This is an optimization exercise on Yosys and OpenROAD, whose aim is a short achievable clock period and few clock cycles, not a production implementation.
In this exercise RTL edits were held to simulation tests only and were not proved equivalent to the original.
Power figures rest on the tool's default switching activity, not on a simulated workload.

## the previous run
// rv32is
module rv32is(
    input 	clk,
	input 	rst,
	output [31:0] imemaddr,
	input  [31:0] imemdataout,
	output [31:0] dmemaddr,
	input  [31:0] dmemdataout,
	output [31:0] dmemdatain,
	output [2:0] dmemop,
	output	dmemwe,
	output reg [31:0] dbg_pc,
	output reg done,
	output reg wb,
	output [31:0] reg00, reg01, reg02, reg03, reg04, reg05, reg06, reg07,
				  reg08, reg09, reg10, reg11, reg12, reg13, reg14, reg15,
				  reg16, reg17, reg18, reg19, reg20, reg21, reg22, reg23,
				  reg24, reg25, reg26, reg27, reg28, reg29, reg30, reg31
);
export LEC_CHECK = 0
export CAP_MARGIN = 20
export CORE_MARGIN = 2
export CORE_UTILIZATION = 40
export SLEW_MARGIN = 20
export TNS_END_PERCENT = 100
create_clock -name core_clock -period 9.0 [get_ports {clk}]
standard.sh (not shown) runs the stock make flow with config.mk's settings and CLKGATE_MAP_FILE= SYNTH_SCRIPT=/design/flow/synth_recipe.tcl, a recipe that flattens the netlist after the stock synthesis.
==> flow/flow/run.sh <==
#!/bin/bash
set -euo pipefail
export SETUP_SLACK_MARGIN=$(cat flow/margin.txt)
export BUFFER_PORTS_ARGS="-buffer_cell sky130_fd_sc_hd__buf_4"
bash standard.sh > flow_make.log 2>&1
==> flow/flow/margin.txt <==
6
Testbench counts of the previous run, summed over its fixed seeds: cycles 28,424.
--- input diff the previous run..the current run ---
--- a/flow/design.v
+++ b/flow/design.v
@@ -920,16 +920,17 @@
 	output reg wb,
 	output [31:0] reg00, reg01, reg02, reg03, reg04, reg05, reg06, reg07,
 				  reg08, reg09, reg10, reg11, reg12, reg13, reg14, reg15,
 				  reg16, reg17, reg18, reg19, reg20, reg21, reg22, reg23,
 				  reg24, reg25, reg26, reg27, reg28, reg29, reg30, reg31
 );
     reg [31:0] rf [1:31];
     reg        tk_r;
+    reg        tk_o;           
     reg [31:0] fa_tr, fa_ntr;
     reg        bv_tr, bv_ntr, ds_tr, ds_ntr, bp_tr, bp_ntr;
     wire [31:0] fa = tk_r ? fa_tr : fa_ntr;    
     reg [31:0] bpc;         
     wire       bvalid = tk_r ? bv_tr : bv_ntr;   
     wire       dspec  = tk_r ? ds_tr : ds_ntr;   
     wire       bpred  = tk_r ? bp_tr : bp_ntr;   
     reg        btb_v;
@@ -1092,17 +1093,17 @@
     wire        ds_t = kill_t ? 1'b0 : ds_d;
     wire        bp_t = (kill_nt | k_brr) ? 1'b0 : k_fb ? bhit : bp_d;
     wire [31:0] fa_nt = kill_nt ? fa_e : k_fb ? (stall ? bpc : bpc4) : k_bp ? e_pcp4 : fa_d;
     wire        bv_nt = (kill_nt | k_fb | k_bp) ? 1'b0 : bv_d;
     wire        ds_nt = (kill_nt | k_fb | k_bp) ? 1'b0 : ds_d;
     wire        bp_nt = (kill_nt | k_fb | k_bp) ? 1'b0 : bp_d;
     wire        killd  = taken ? kill_t : (kill_nt | k_bp);
     wire        dgo    = d_valid & ~stall;                
-    assign imemaddr = fa;
+    assign imemaddr = tk_o ? fa_tr : fa_ntr;
     assign dmemaddr   = m_addr;
     assign dmemop     = m_mop;
     assign dmemdatain = m_sdata;
     assign dmemwe     = m_we;
     always @(posedge clk) begin
         if (rst) begin
             tk_r   <= 1'b0;
             fa_tr  <= 32'h80000000;
@@ -1128,16 +1129,17 @@
             bi_v   <= ((k_fb | k_brr) & taken & e_back) | k_ebi;
             if (bi_v) begin
                 btb_v   <= 1'b1;
                 btb_pc  <= bi_pc;
                 btb_tgt <= bi_tgt;
             end
         end
         bpc <= fa;
+        tk_o <= taken;             
         bi_pc  <= e_pc;
         bi_tgt <= e_target;
     end
     always @(posedge clk) begin
         if (rst) begin
             e_vp    <= 1'b0;
             e_kl    <= 1'b0;
             kp_fb   <= 1'b0;
[summary]
Between the current run and the previous run, the post-synthesis share of cell area spent on and, or, nand and nor gates figures differ only marginally. Diff the previous run -> the current run | setup slack of the critical path after layout | decrease of 0.10 ns. Changes observed in the current run relative to the previous run: final cell area excluding filler cells went down, maximum clock frequency went down. Total power delta (the current run -> the previous run): insignificant. The previous run ended up with bpc[11] as its launch point of the worst path; the current run ended up with imemdataout[21]. Standard cell core area: the current run worse than the previous run. First-iteration DRC count went down by a few percent going from the previous run to the current run. The current run vs. the previous run: placed instance count rose by about 0.5%; worst hold slack stayed essentially flat; wire length of the first global-routing pass rose by 2700 um. The run with more routed wire is the current run, not the previous run. Compared with the previous run, in the current run number of input and output port buffers inserted has remained practically unchanged, horizontal die dimension has increased, headroom to the max-slew limit has increased.
Testbench counts of the current run, summed over its fixed seeds: cycles 28,424.

## separate check: timing with driven ports
The results above use ideal ports. As a check the final layouts listed here were re-extracted and re-timed, cells and wires unchanged.
Step 1 sets driving cells, clkbuf_16 on the clock port and buf_2 on the other inputs (assumed; they add their load-dependent delay and slew).
Step 2 moves the port delays by t, midway between the first and last clock arrival at a register: inputs arrive t later, outputs are due t later. That takes back most of the time a late clock gives input paths.
Three values: ideal, step 1, step 2; two values: the first two.
| run | shift t [ns] | setup slack, ns | clock arrival spread, ns |
|---|---|---|---|
| the previous run | 0.977 | 4.939 / 4.628 / 3.651 | 0.124 / 0.124 |
| the current run | 0.991 | 4.835 / 4.523 / 3.532 | 0.088 / 0.088 |
After both steps setup and hold are still met in every run listed. The setup slack of the current run, which loses most, moves by -0.312 ns with the drivers and by -1.303 ns with both steps.
